Context: an optimization exercise on an open-source flow, tuned for small area, a short achievable clock period and few clock cycles. The choices shown serve that exercise and are no tape-out recipe.
Function was checked by simulation only, so behaviour that the tests miss may differ from the original.
Power figures rest on the tool's default switching activity, not on a simulated workload.

## pepper
==> flow/design.v <==
module MU0(in_data, rst_n, clk,
           out_data, out_address, memrq, rnw);
    input  [15:0] in_data;
    input         rst_n, clk;
    output [15:0] out_data;
    output [11:0] out_address;
    output        memrq, rnw;
    reg         ex;      
    reg         fe;      
    reg         rs;      
    reg         sel;     
    reg         ka;      
    reg         ub;      
    reg         sb;      
    reg  [15:0] ir;
    reg  [11:0] pc;
    reg  [15:0] acc;
    wire [3:0] op   = ir[15:12];
    wire       hop  = op[3] | (op[2:0] == 3'b111);
    wire       dop  = ~op[3] & ~op[2];
    wire       jop  = ~op[3] & op[2] & ~(op[1] & op[0]);
    assign out_address = sel ? ir[11:0] : pc;
    assign memrq       = fe | rs | (ex & ~hop);
    assign rnw         = ~(ex & (op == 4'b0001));
    assign out_data    = acc;
    wire [15:0] a_op  = ka ? acc : 16'd0;
    wire [15:0] b_op  = (ub ? in_data : 16'd0) ^ {16{sb}};
    wire [16:0] sum   = {a_op, 1'b1} + {b_op, sb};
    wire [15:0] acc_n = sum[16:1];
    wire        pc_en = fe | (ex & jop);
    wire        nex   = fe | rs | (ex & jop);
    wire [3:0]  nop   = in_data[15:12];
    wire        neg   = acc[15] & ~rs;
    wire        nz    = (|acc) & ~rs;
    wire        ntake = (nop[1:0] == 2'b00) |
                        (nop[1:0] == 2'b01 & ~neg) |
                        (nop[1:0] == 2'b10 & nz);
    wire        sel_n = ~(ex & dop) & ~nop[3] & (~nop[2] | ntake);
    always @(posedge clk) begin
        ir  <= in_data;
        acc <= acc_n;
        if (~rst_n) begin
            ex  <= 1'b0;
            fe  <= 1'b0;
            rs  <= 1'b1;
            sel <= 1'b0;
            ka  <= 1'b0;
            ub  <= 1'b0;
            sb  <= 1'b0;
            pc  <= 12'd0;
        end else begin
            ex  <= nex;
            fe  <= ex & dop;
            rs  <= 1'b0;
            sel <= sel_n;
            ka  <= ~(nex & (nop == 4'b0000));
            ub  <= nex & ~nop[3] & ~nop[2] & (nop[1:0] != 2'b01);
            sb  <= nex & (nop == 4'b0011);
            if (pc_en)
                pc <= out_address + 12'd1;
        end
    end
endmodule
Settings: LEC_CHECK=0, ABC_AREA=1, CAP_MARGIN=20, CORE_MARGIN=2, CORE_UTILIZATION=40, SETUP_SLACK_MARGIN=2.3, SLEW_MARGIN=20, TNS_END_PERCENT=0; clock period 4.5 ns.
standard.sh (not shown) runs the stock make flow with config.mk's settings and CLKGATE_MAP_FILE= SYNTH_SCRIPT=/design/flow/synth_recipe.tcl, a recipe that flattens the netlist after the stock synthesis.
==> flow/flow/run.sh <==
#!/bin/bash
set -euo pipefail
bash standard.sh BUFFER_PORTS_ARGS="-buffer_cell sky130_fd_sc_hd__buf_1" finish > standard.log 2>&1
Every stage of the flow completed for pepper, and the final layout passed the timing, design-rule and antenna checks.
Testbench counts of pepper, summed over its fixed seeds: cycles 33,132.
## Diff of input files: xenon against pepper
- ABC_AREA no longer set, was 1
- SETUP_SLACK_MARGIN now 2.2, was 2.3
[summary]
Overall power consumption, xenon vs pepper: up by a few percent
Combinational power ended up about 6% higher on xenon than on pepper.
Data arrival time of the critical path delta for xenon relative to pepper: 280 ps higher
[compare] base=pepper new=xenon: power dissipated in the clock network was more or less identical; worst setup slack shrank by 260 ps.
Taking pepper as the reference, in xenon synthesized-area fraction occupied by ao, oa, aoi and oai cells shows an increase of 10 points, count of cells resized by post-cts repair shows a reduction of 2, sequential cell area shows no meaningful change, minimum setup slack among reg-to-reg paths shows a reduction of 290 ps.
The inputs of harbor differ from those of xenon as listed below.
- SLEW_MARGIN: 20 -> 0
- TNS_END_PERCENT: 0 -> unset
- CAP_MARGIN: 20 -> 0
- ABC_AREA: unset -> 1
### Flow results
Looking at the reports, harbor completed the entire flow and the layout it produced met the timing, design-rule and antenna checks.
harbor gives less power in combinational cells than xenon did.
Against xenon as the reference, harbor delivers a lower time the worst path needs with I/O delays and setup.
Status: final area parity (harbor, xenon)
In harbor the slew at the pin closest to its max-slew limit turned out 340 ps lower than in xenon.
Against xenon, harbor comes in 2.0 points lower on proportion of power drawn by combinational gates.
Looking at most common cell after layout, fill and taps aside, the nand2_1 result is from harbor; the dfxtp_1 one comes from xenon.

## port drivers added, routing unchanged
How much do the figures lean on ideal ports? The routed layouts below were timed once more, with nothing changed but the port constraints.
Step 1 assumes that a clkbuf_16 drives the clock port and a buf_2 every other input.
Step 2, shift: input delay + t, output delay - t, t = (earliest + latest rising clock arrival at the registers) / 2. This alone moves slack from input paths to output paths.
Slacks: no drivers / after step 1 / after step 2; pairs: no drivers / after step 1.
run	t (ns)	setup WS [ns]	hold WS [ns]	worst register clock-pin slew, ns
pepper	0.329	2.338 / 2.322 / 2.015	0.534 / 0.534 / 0.534	0.10 / 0.10
xenon	0.331	2.075 / 2.060 / 1.735	0.475 / 0.475 / 0.475	0.10 / 0.10
harbor	0.327	2.294 / 2.264 / 1.991	0.529 / 0.529 / 0.529	0.09 / 0.09
After both steps setup and hold are still met in every run listed. For xenon, which loses most, drivers alone change the setup slack by -0.015 ns; drivers and shift together by -0.340 ns.
